From an optimization exercise on the open Yosys and OpenROAD flow, aimed at small area and a short achievable clock period; shortcuts taken in it are not production practice. Only simulation tests tie the RTL to the original design; equivalence was not proved. No driver is modelled on the clock port, so clock power and skew are understated where the tree is cut down; a real chip needs a root buffer or a tree.

== JK ==
Design mult_top, start of the top module:
module mult_top (
    input             clk,
    input      [31:0] mplier,
    input      [31:0] mcand,
    output     [63:0] product
);
Size in the first run: roughly 130 flip-flops, roughly 130 I/O pins, ~24000 sq um of cells after synthesis.
Settings: LEC_CHECK=0, ABC_AREA=1, CAP_MARGIN=20, CORE_MARGIN=2, CORE_UTILIZATION=40, SLEW_MARGIN=20, SYNTH_HIERARCHICAL=1, SYNTH_MINIMUM_KEEP_SIZE=0; clock period 28.0 ns.
standard.sh (not shown) runs the stock make flow with config.mk's settings and CLKGATE_MAP_FILE= SYNTH_SCRIPT=/design/flow/synth_recipe.tcl, a recipe that flattens the netlist after the stock synthesis.
==> flow/flow/run.sh <==
#!/bin/bash
# Own layout flow: the standard flow (standard.sh) with the standard
# synthesis unchanged, then the layout steps with
#  - plain buffers (buf_2) on the ports,
#  - a two-level balanced clock tree (flow/cts_own.tcl) in place of ORFS's CTS,
#  - repair_timing aiming at a slack margin below the fixed clock period, so
#    that it sizes and buffers the multiplier's critical paths.
# The output of each make run is in make_*.log here; each step's log is in
# orfs/logs/.
set -euo pipefail
export OWN_FLOW_DIR=$(pwd)/flow
bash standard.sh synth > make_synth.log 2>&1
bash standard.sh \
  SETUP_SLACK_MARGIN=21.6 \
  "BUFFER_PORTS_ARGS=-buffer_cell sky130_fd_sc_hd__buf_2" \
  PRE_CTS_TCL=$OWN_FLOW_DIR/cts_own.tcl \
  finish > make_finish.log 2>&1
Other scripts of this flow, unchanged in this note and not shown: flow/flow/cts_own.tcl
> inputs changed (JK -> MS)
diff --git a/flow/flow/run.sh b/flow/flow/run.sh
--- a/flow/flow/run.sh
+++ b/flow/flow/run.sh
@@ -14 +14 @@
-  SETUP_SLACK_MARGIN=21.6 \
+  SETUP_SLACK_MARGIN=21.45 \
Changes observed in MS relative to JK: detailed route wirelength on metal2 down 0.32%; post-CTS setup repair buffer count down 1.
### MS -> AL
diff --git a/flow/flow/run.sh b/flow/flow/run.sh
--- a/flow/flow/run.sh
+++ b/flow/flow/run.sh
@@ -14 +14 @@
-  SETUP_SLACK_MARGIN=21.45 \
+  SETUP_SLACK_MARGIN=21.35 \
--- outcome ---
- Summary of AL over MS: final critical-path required period rose 51 ps, wire length of the first global-routing pass fell 0.47%, core utilization fell 0.63 points.
- Cell area: AL and MS compared, lower one is AL
- Summary of the comparison: via count normalized by instance count is lower in AL, relative to MS.
- Post-CTS resize count for AL is lower than for MS.
- Gate count of the mapped netlist essentially unchanged between MS and AL.
- For clock insertion delay at the later pin of the skew report, MS and AL come out practically identical.
- Worst hold slack on AL is behind MS.
Inputs modified between AL and TR:
Settings: changing CORE_UTILIZATION from 40 to 50.
diff --git a/flow/flow/run.sh b/flow/flow/run.sh
--- a/flow/flow/run.sh
+++ b/flow/flow/run.sh
@@ -14 +14 @@
-  SETUP_SLACK_MARGIN=21.35 \
+  SETUP_SLACK_MARGIN=21.55 \
Findings:
Layout overhead on the synthesized area for TR: 0.68 points up relative to AL
Looking at starting utilization of the core area, TR sits 10 points above AL.
Relative to AL, required time at the endpoint of the critical path has decreased by 5810 ps in TR.
Diff AL..TR | insertion delay of the later-clocked pin in the worst-skew pair | negligible
Launching instance or port of the critical path = mcand_q[28]: AL; launching instance or port of the critical path = product_q[26]: TR
Ratio of cells with drive above 1 in the final layout ended up 1.2 points higher on TR than on AL.
Delta (TR minus AL): wire length saw an increase, total number of tap cells saw a decrease.
NOTE: estimated wirelength of the detail-placed design in TR falls short of that of AL
[inputs] PW vs TR
Settings: a change of CORE_UTILIZATION from 50 to 40.
==> run summary <==
Area: PW vs TR -> PW larger. PW and TR ended up with nearly the same synthesized cell count. PW -> TR: register clock-pin slew on the reported worst setup and hold paths flat. Between TR and PW, the flow reports placed cell area increasing slightly. In PW the fmax turned out 0.52 MHz lower than in TR. PW ends up with lower post-CTS setup buffer count than TR does. product[29] as the capture point of the worst path was reported by PW, and product[26] by TR. Setup slack: PW less than TR. PW contains more vias than TR.
In every run of this note, the design's own scripts or RTL, not TritonCTS, make the clock network.

Starting RTL as in the previous note.
export LEC_CHECK = 0
export ABC_AREA = 1
export CAP_MARGIN = 20
export CORE_MARGIN = 2
export CORE_UTILIZATION = 40
export SLEW_MARGIN = 20
export SYNTH_HIERARCHICAL = 1
export SYNTH_MINIMUM_KEEP_SIZE = 0
create_clock -name core_clock -period 28.0 [get_ports {clk}]
==> flow/flow/run.sh <==
#!/bin/bash
# Own layout flow: the standard flow (standard.sh) with the standard
# synthesis unchanged, then the layout steps with
#  - plain buffers (buf_2) on the ports,
#  - a two-level balanced clock tree (flow/cts_own.tcl) in place of ORFS's CTS,
#  - repair_timing aiming at a slack margin below the fixed clock period, so
#    that it sizes and buffers the multiplier's critical paths.
# The output of each make run is in make_*.log here; each step's log is in
# orfs/logs/.
set -euo pipefail
export OWN_FLOW_DIR=$(pwd)/flow
bash standard.sh synth > make_synth.log 2>&1
bash standard.sh \
  SETUP_SLACK_MARGIN=21.55 \
  "BUFFER_PORTS_ARGS=-buffer_cell sky130_fd_sc_hd__buf_2" \
  PRE_CTS_TCL=$OWN_FLOW_DIR/cts_own.tcl \
  SKIP_GATE_CLONING=1 \
  finish > make_finish.log 2>&1
Other scripts of this flow, unchanged in this note and not shown: flow/flow/cts_own.tcl
The starting point passed the timing, design-rule and antenna checks.
Change:
--- a/flow/flow/run.sh
+++ b/flow/flow/run.sh
@@ -14 +14 @@
-  SETUP_SLACK_MARGIN=21.55 \
+  SETUP_SLACK_MARGIN=21.5 \
@@ -17 +16,0 @@
-  SKIP_GATE_CLONING=1 \
Flip-flop and latch count does not change.
Cell area increases by 0.31%.
Die area stays the same.
Wire length increases by 0.77%.
Global-route usage hardly moves.
Via count increases by 0.32%.
Worst hold slack loses 0.17 ns.
First-iteration DRC count increases by 8.1%.
Change:
--- a/flow/flow/run.sh
+++ b/flow/flow/run.sh
@@ -4 +4,2 @@
-#  - plain buffers (buf_2) on the ports,
+#  - plain buffers on the ports: buf_2 on the outputs, buf_1 on the inputs
+#    (flow/inbuf.tcl),
@@ -14 +15 @@
-  SETUP_SLACK_MARGIN=21.5 \
+  SETUP_SLACK_MARGIN=21.55 \
@@ -16,0 +18 @@
+  PRE_RESIZE_TCL=$OWN_FLOW_DIR/inbuf.tcl \
==> flow/flow/inbuf.tcl (new file) <==
# Own flow (sourced as PRE_RESIZE_TCL): the input ports keep their buffer, but
# the smallest one (buf_1): the paths from the inputs have a lot of slack.
set own_n 0
foreach inst [[ord::get_db_block] getInsts] {
  if {[string match "input*" [$inst getName]] && [[$inst getMaster] getName] eq "sky130_fd_sc_hd__buf_2"} {
    replace_cell [$inst getName] sky130_fd_sc_hd__buf_1
    incr own_n
  }
}
puts "own flow: $own_n input port buffers set to buf_1"
Effect:
- The changed run completed with no timing, DRC or antenna violations
- routed wire length came out lower by 0.45%
- sequential share of layout area stays flat
- die area does not change
- final cell count hardly moves
- core utilization came out lower by 0.18 points
- cell area came out lower by 0.41%
No run of this note takes its clock network from TritonCTS; it comes from the design's own scripts or RTL.

[re-timing with driven ports]
The results above use ideal ports. As a check the final layouts listed here were re-extracted and re-timed, cells and wires unchanged. Step 1 assumes that a clkbuf_16 drives the clock port and a buf_2 every other input. Step 2 times the ports against the registers' clock, not the clock port: input delays grow and output delays shrink by t, the midpoint of the rising clock arrivals with the driver on. a / b / c = ideal ports / drivers / drivers and shift; a / b = the first two.
run | shift t [ns] | setup slack, ns | worst setup path after step 2 | latest minus earliest clock arrival (ns) | cell pins on the clock port's net
JK | 0.442 | 21.601 / 21.475 / 21.776 | register to register | 0.080 / 0.080 | 4
MS | 0.444 | 21.574 / 21.462 / 21.574 | register to register | 0.076 / 0.076 | 4
AL | 0.444 | 21.523 / 21.463 / 21.523 | register to register | 0.075 / 0.075 | 4
TR | 0.429 | 21.617 / 21.497 / 21.755 | register to register | 0.058 / 0.058 | 4
PW | 0.440 | 21.595 / 21.470 / 21.704 | register to register | 0.078 / 0.078 | 4
the first run of note 2 | 0.441 | 21.598 / 21.471 / 21.763 | register to register | 0.076 / 0.076 | 4
the second run of note 2 | 0.442 | 21.589 / 21.464 / 21.642 | register to register | 0.081 / 0.081 | 4
the third run of note 2 | 0.440 | 21.584 / 21.457 / 21.722 | register to register | 0.077 / 0.076 | 4
After both steps setup and hold are still met in every run listed.
